This design comes from an exercise in tuning for small area, a short achievable clock period and few clock cycles per item on the open sky130 flow, not from production work. Only the layout flow was run in this run; the RTL was not checked for function there. Power and IR drop assume default switching activity.

**design/flow/config.mk**
```make
export PLATFORM = sky130hd
export DESIGN_NAME = DT
export DESIGN_NICKNAME = DT
export VERILOG_FILES = /design/flow/design.v
export SDC_FILE = /design/flow/constraint.sdc
export NUM_CORES = 4
export LEC_CHECK = 0
export ABC_AREA = 1
export CAP_MARGIN = 20
export CORE_MARGIN = 2
export CORE_UTILIZATION = 55
export PLACE_DENSITY = 0.7
export SETUP_SLACK_MARGIN = 2.4
export SLEW_MARGIN = 20
```
**design/flow/constraint.sdc**
```tcl
create_clock -name core_clock -period 5.0 [get_ports {clk}]
set_input_delay 1.0000 -clock core_clock [delete_from_list [all_inputs] [get_ports {clk}]]
set_output_delay 1.0000 -clock core_clock [all_outputs]
set_load 0.01 [all_outputs]
```
**design/flow/design.v**
```verilog
module DT(
	input			clk,
	input			reset,
	output	reg		done,
	output	reg		sti_rd,
	output		[9:0]	sti_addr,
	input		[15:0]	sti_di,
	output	reg		res_wr,
	output			res_rd,
	output	reg	[13:0]	res_addr,
	output		[7:0]	res_do,
	input		[7:0]	res_di,
	output	reg		fw_finish
	);
function lt6;
	input [5:0] x, y;
	reg [5:0] gt, lt;
	integer i;
	begin
		lt6 = 1'b0;
		for (i = 0; i < 6; i = i + 1)
			lt6 = (~x[i] & y[i]) | (~(x[i] & ~y[i]) & lt6);
	end
endfunction
function [6:0] add7;
	input [6:0] x, y;
	reg [6:0] g, p, c;
	reg t;
	integer i, j, m;
	begin
		g = x & y;
		p = x ^ y;
		for (i = 0; i < 7; i = i + 1) begin
			c[i] = 1'b0;
			for (j = 0; j < i; j = j + 1) begin
				t = g[j];
				for (m = j + 1; m < i; m = m + 1)
					t = t & p[m];
				c[i] = c[i] | t;
			end
		end
		add7 = p ^ c;
	end
endfunction
function [9:0] inc10;
	input [9:0] x;
	reg t;
	integer i, m;
	begin
		for (i = 0; i < 10; i = i + 1) begin
			t = 1'b1;
			for (m = 0; m < i; m = m + 1)
				t = t & x[m];
			inc10[i] = x[i] ^ t;
		end
	end
endfunction
function [5:0] min6;
	input [5:0] x, y;
	min6 = lt6(x, y) ? x : y;
endfunction
function [3:0] lsb16;
	input [15:0] v;
	integer i;
	begin
		lsb16 = 4'd0;
		for (i = 15; i >= 0; i = i - 1)
			if (v[i]) lsb16 = i[3:0];
	end
endfunction
reg s_init, s_fdec, s_fw, s_fend;
reg s_bfind, s_bgo, s_bf, s_bl, s_bwn;
reg s_ra, s_rb;
reg [5:0] do_r;		 
reg [5:0] a, b;		 
reg [9:0] wcnt;		 
reg [3:0] k;		 
reg xr;			 
reg fobj;		 
reg wv;			 
reg adj;		 
reg nc;			 
assign res_do = {2'b00, do_r};
assign res_rd = s_ra | s_rb | s_fw | s_bf | s_bl;
assign sti_addr = wcnt ^ {10{fw_finish}};
wire [5:0] di = res_di[5:0];
wire [3:0] kn = k + (fw_finish ? 4'd1 : 4'd15);
wire xn = sti_di[kn];		 
wire [15:0] masked = sti_di & (16'hFFFF << k);
wire mz = (masked == 16'd0);
wire [3:0] f = lsb16(masked);
wire wend = (wcnt == 10'd1015);
wire flast = (res_addr == 14'd16382);
wire lt_adi = lt6(a, di);
wire [5:0] min_adi = lt_adi ? a : di;
wire [5:0] a_p1 = a + 6'd1;
wire [5:0] di_p1 = di + 6'd1;
wire [5:0] min_adi_p1 = lt_adi ? a_p1 : di_p1;
wire [5:0] fm1 = do_r - 6'd1;
wire bwrite = lt6(a, fm1) || lt6(di, fm1);
wire fwr = (s_fdec & !fobj) | s_fw;		 
wire badv = (s_bgo & !adj) | (s_bl & !bwrite & !nc) | (s_bwn & !nc);	 
wire bnext = (s_bl & !bwrite & nc) | (s_bwn & nc);	 
wire [6:0] rsrc = s_bgo ? ~wcnt[9:3] : res_addr[13:7];
wire [6:0] csrc = s_bgo ? ~{wcnt[2:0], k} : res_addr[6:0];
wire r_up = (s_fdec & fobj) | (s_rb & fw_finish) | s_bl;
wire r_dn = s_fw | s_bf | (s_bgo & adj & !wv) | (s_fdec & !fobj & (res_addr[6:0] == 7'd127));
wire c_m1 = s_fw | s_bf | (s_ra & fw_finish) | s_bwn;
wire c_p1 = (s_fdec & !fobj) | ((s_ra | s_rb) & !fw_finish) | (s_bgo & adj & !wv);
wire c_p2 = s_fdec & fobj & wv;
wire [6:0] rnext = add7(rsrc, r_up ? 7'h7f : {6'd0, r_dn});
wire [6:0] cnext = add7(csrc, c_m1 ? 7'h7f : {5'd0, c_p2, c_p1});
always @(posedge clk or negedge reset) begin
	if (!reset) begin
		s_init <= 1'b1;
		s_fdec <= 1'b0;
		s_ra <= 1'b0;
		s_rb <= 1'b0;
		s_fw <= 1'b0;
		s_fend <= 1'b0;
		s_bfind <= 1'b0;
		s_bgo <= 1'b0;
		s_bf <= 1'b0;
		s_bl <= 1'b0;
		s_bwn <= 1'b0;
		done <= 1'b0;
		fw_finish <= 1'b0;
		sti_rd <= 1'b0;
		res_wr <= 1'b0;
		res_addr <= 14'd16383;
		wcnt <= 10'd0;
		k <= 4'd15;
		xr <= 1'b0;
		fobj <= 1'b0;
		wv <= 1'b0;
	end else begin
		s_init <= 1'b0;
		s_fdec <= s_init | s_fw | (s_fdec & !fobj & !flast);
		s_ra <= (s_fdec & fobj & !wv) | (s_bgo & adj & !wv);
		s_rb <= s_ra;
		s_fw <= (s_fdec & fobj & wv) | (s_rb & !fw_finish);
		s_fend <= s_fdec & !fobj & flast;
		s_bfind <= s_fend | (s_bfind & mz & !wend) | badv;
		s_bgo <= s_bfind & !mz;
		s_bf <= (s_bgo & adj & wv) | (s_rb & fw_finish) | bnext;
		s_bl <= s_bf;
		s_bwn <= s_bl & bwrite;
		done <= done | (s_bfind & mz & wend);
		if (s_fend) fw_finish <= 1'b1;
		res_wr <= fwr | (s_bgo & !adj) | (s_bl & bwrite);
		res_addr <= (s_bl & bwrite) ? ~{wcnt, k} : {rnext, cnext};
		sti_rd <= s_init | (fwr & (k == 4'd1)) | s_fend | (s_bfind & mz & !wend) | (badv & (k == 4'd15));
		if (s_fend)
			wcnt <= 10'd8;
		else if ((fwr & (k == 4'd1)) | (s_bfind & mz & !wend) | (badv & (k == 4'd15)))
			wcnt <= inc10(wcnt);
		if (s_fend | (s_bfind & mz))
			k <= 4'd0;
		else if (s_bfind)
			k <= f;
		else if (fwr | (s_bgo & !adj) | (s_bl & !bwrite) | s_bwn)
			k <= kn;
		if (fwr) xr <= xn;
		if (s_fdec & !fobj) fobj <= xn & xr;
		else if (s_fw) fobj <= xn;
		if ((s_fdec & !fobj) | s_fend | (s_bgo & !adj)) wv <= 1'b0;
		else if (s_fw | s_bl) wv <= 1'b1;
	end
end
always @(posedge clk) begin
	if (s_fend | (s_bfind & mz)) adj <= 1'b0;
	else if (s_bfind) adj <= adj & (f == k);
	else if (s_bgo) adj <= 1'b1;
	if (s_bf) nc <= xn & (k != 4'd15);
	if (s_init) do_r <= 6'd0;
	else if (s_fdec & !fobj) do_r <= {5'd0, xr};
	else if (s_fw) do_r <= min_adi_p1;
	else if (s_bgo & !adj) do_r <= 6'd1;
	else if (s_bf) do_r <= di;
	else if (s_bl & bwrite) do_r <= min_adi_p1;
	if (s_fdec & fobj) a <= wv ? min6(a, do_r) : do_r;
	else if (s_bgo & !wv) a <= do_r;
	else if (s_ra | s_rb) a <= min_adi;
	else if (s_fw | s_bl) a <= min6(b, di);
	else if (s_bf) a <= min6(a, do_r);
	if (s_rb | s_fw | s_bl) b <= di;
end
endmodule
```
**design/flow/flow/run.sh**
```bash
#!/bin/bash
# Standard layout, with plain buffers (instead of delay cells) on the ports.
set -o pipefail
bash standard.sh "BUFFER_PORTS_ARGS=-buffer_cell sky130_fd_sc_hd__buf_1" finish > flow.log 2>&1
```
**design/flow/standard.sh**
```bash
#!/bin/bash
# synth_recipe.tcl (not shown) runs the flow's synth.tcl, then flattens the netlist and writes it again
# the make line also repeats each setting of config.mk as NAME=value (left out here)
make -C /OpenROAD-flow-scripts/flow DESIGN_CONFIG=/design/flow/config.mk WORK_HOME=/design/flow/orfs CLKGATE_MAP_FILE= SYNTH_SCRIPT=/design/flow/synth_recipe.tcl "${@:-finish}"
```
==> run_results.csv <==
group,metric,value,unit
die,pin_count,63,
die,die_height,102,um
yosys,synth_warnings,1,
final_layout,area_growth,20.8,%
yosys,synth_common_cells,"nand2_1, inv_1, o21ai_0, nor2_1, nand3_1",
clock_network,cts-root-buf,"clkbuf_8",
grt,grt_max_degree,47,
yosys,synthTopCellsByArea,"nand2_1, dfrtp_1, dfstp_2",
setup_path,rrSetupSlack,2530,ps
detailed_routing,route.met3.wl,977,um
final_layout,final_cells,969,
yosys,synthMuxAreaShare,0,
run_status,status,"complete, no violations",
clock_network,cts.path.max_buffers,2,
grt,antenna_found_initial,0,
timing,rsz0062_at_grt,"true",
setup_path,cp-start-kind,"flop",
yosys,yosys.cell_types.count,52,
yosys,ys_ff_latch,66,
grt,gr-total-overflow,0,
grt,grt_pass1_wl,24600,um
final_layout,stdcell_area,6320,um2
clock_network,h-tree-depth,3,
pwr,power_leakage,3.14,nW
timing,finalHoldViolations,0,
detailed_routing,top_layer,"met4",
detailed_routing,wirelength_met1,6530,um
yosys,synth.avg_cell_area,7.00,um2
job,drv_cap,0,
yosys,synth_top_family_by_area,"simple AND/OR/NAND/NOR gates",
setup_path,critPathCaptureType,"primary output",
die,start_util,0.567,
yosys,yosysSeqAreaShare,0.326,
detailed_routing,via_per_inst,5.57,
clock_network,clk_latency,360,ps
yosys,synthAdderAreaFrac,0.0776,
timing,max_freq,397,MHz
yosys,synth_area_leader_cell,"nand2_1",
pwr,ir_worst_vdd,0.491,mV
die,die_w,102,um
timing,setup_viol,0,
grt,grt_pass1_vias,5063,
yosys,synth_top_area_share,0.144,
final_layout,fillerInstances,789,
timing,relSlewSlack,0.542,
yosys,yosysMostFrequentCell,"nand2_1",
pwr,power_density,851,nW/um2
detailed_routing,antenna_left,0,
detailed_routing,vias,5394,
yosys,netlist_instances,748,
yosys,synth_compound_area_frac,0.162,
detailed_routing,routed_wl,15500,um
setup_path,crit_type,"flop to primary output",
grt,grtUsageTotal,0.302,
detailed_routing,met2_length,7460,um
yosys,ys.flop_type,"dfrtp_1",
timing,worst_clock_skew,11.0,ps
timing,period_share,0.504,
final_layout,antenna_cells,0,
worst_hold_path,hp-class,"flop to flop",
timing,min_period,2520,ps
placed_design,dp_hpwl,11100,um
final_layout,drive_gt1_frac,0.195,
placed_design,dp_cells,919,
timing,fin_hold_ws,480,ps
yosys,synth_edf_count,13,
detailed_routing,drc,0,
placed_design,port_buffers,58,
detailed_routing,drtPass1Iterations,5,
timing,slew_viol_final,0,
clock_network,cts.reportedPaths.clkPinSlew,80,ps
setup_path,worstPathMaxFanout,7,
clock_network,numCtsBuffers,9,
yosys,synthArstFlopShare,0.697,
placed_design,placed_area,5520,um2
timing,tightestPinTransition,684,ps
clock_network,cts_sinks,66,
yosys,syn_area,5240,um2
detailed_routing,post_drt_wl_per_cell,16.0,um
detailed_routing,drtIter0Drc,294,
clock_network,cts_tree,"yes",
die,fp.dieArea,10300,um2
setup_path,cp.required,4000,ps
placed_design,place.gp.congestion,0.927,
die,core,9240,um2
timing,setup_tns,0,ps
setup_path,critPathArrivalTime,1520,ps
die,rows,35,
yosys,yosys.area_share.simple,0.292,
final_layout,nets,890,
yosys,synthXorXnorAreaFrac,0.0468,
-- metrics by stage --
step / setup slack [ps] / power [mW] / utilization
floorplan: 2370 / 3.52 / -
global placement: 1760 / 4.13 / 0.597
detailed placement: 1710 / 4.24 / 0.597
CTS: 2340 / 4.90 / 0.639
global route: 2380 / 5.91 / 0.684
finish: 2480 / 5.38 / 0.684
-- final cells by class --
type | instances | area [um2] | area share
multi-input combinational | 565 | 3320 | 0.524
sequential | 66 | 1730 | 0.273
timing repair buffer | 90 | 480 | 0.0760
inverter | 102 | 400 | 0.0633
clock buffer | 12 | 178 | 0.0281
tap | 129 | 161 | 0.0255
clock inverter | 4 | 55.1 | 0.00870
timing repair inverter | 1 | 7.51 | 0.00119
-- cells in the final DEF, fill, tap and decap left out, types with 7 or more instances in the layout --
cell type and instances:
a21oi_1 20, ha_1 22, nand2_4 7, nand2_1 188, o22ai_1 10, nand2_2 12
nor2_1 60, buf_4 32, o21ai_0 70, edfxtp_1 13, inv_1 86, o211ai_1 8
nand4_1 8, xor2_1 22, nand3_1 48, buf_1 52, dfstp_2 18, dfrtp_1 22
inv_2 9, clkbuf_8 9, or2_2 7
-- flip-flops by register name, summed over array words and instances (netlist names), 4 cells and up --
signal    count
a             6
b             6
do_r          6
k             4
res_addr     14
wcnt         10
-- logic make-up after synthesis --
family | Yosys count
simple gates | 356
compound gates | 145
buf+inv | 121
flops | 66
fa+ha+maj | 31
xor+xnor | 28
other cells | 1
-- path summary, 6_finish.rpt --
check / depth (start not counted) / from / end
min: 0 / s_bf / s_bl
min in group asynchronous: 2 / reset / wcnt[5]
max in group asynchronous: 2 / reset / fw_finish
max: 5 / s_bl / res_rd
min reg2reg: 0 / s_bf / s_bl
max reg2reg: 17 / do_r[0] / wcnt[7]
-- per-layer routing --
layer  up-vias  GRT usage
met1      2513      0.394
met5         -          0
met3        37     0.0386
met2       217      0.504
li1       2627          -
met4         0      0.133
-- power breakdown --
group          total, mW  switching (mW)  internal [mW]
Clock              0.526           0.233          0.293
Combinational       3.64            2.20           1.44
Sequential          1.21           0.297          0.916
Total               5.38            2.73           2.65
-- worst max-delay path, stage by stage, from the launching register on --
cell and delay, ps:
dfrtp_2 470, nor2_4 150, nand2_4 120, nor2_4 160
nand2_1 110, buf_1 140
-- timing repair --
action / CTS / global route
pin swaps: 0 / 18
hold buffers: 0 / 0
buffers inserted: 7 / 24
setup endpoints to repair: 49 / 32
gates resized for setup: 32 / 64
gates cloned: 1 / 2
hold endpoints to repair: 0 / 0

## re-timing with driven ports
No port has a modelled driver above. Below, the same layout with a new extraction and two added sets of constraints.
Step 1 assumes that a clkbuf_16 drives the clock port and a buf_2 every other input.
Step 2 moves the port delays by t, midway between the first and last clock arrival at a register: inputs arrive t later, outputs are due t later. That takes back most of the time a late clock gives input paths.
a / b / c = ideal ports / drivers / drivers and shift; a / b = the first two.
shift t [ns]: 0.390
slack for setup (ns): 2.482 / 2.447 / 2.123
worst setup path at the end: input to register
clock arrival spread, ns: 0.011 / 0.011
slew at the worst register clock pin (ns): 0.08 / 0.08
After both steps this run still meets setup and hold. The setup slack of this run moves by -0.035 ns with the drivers and by -0.359 ns with both steps.
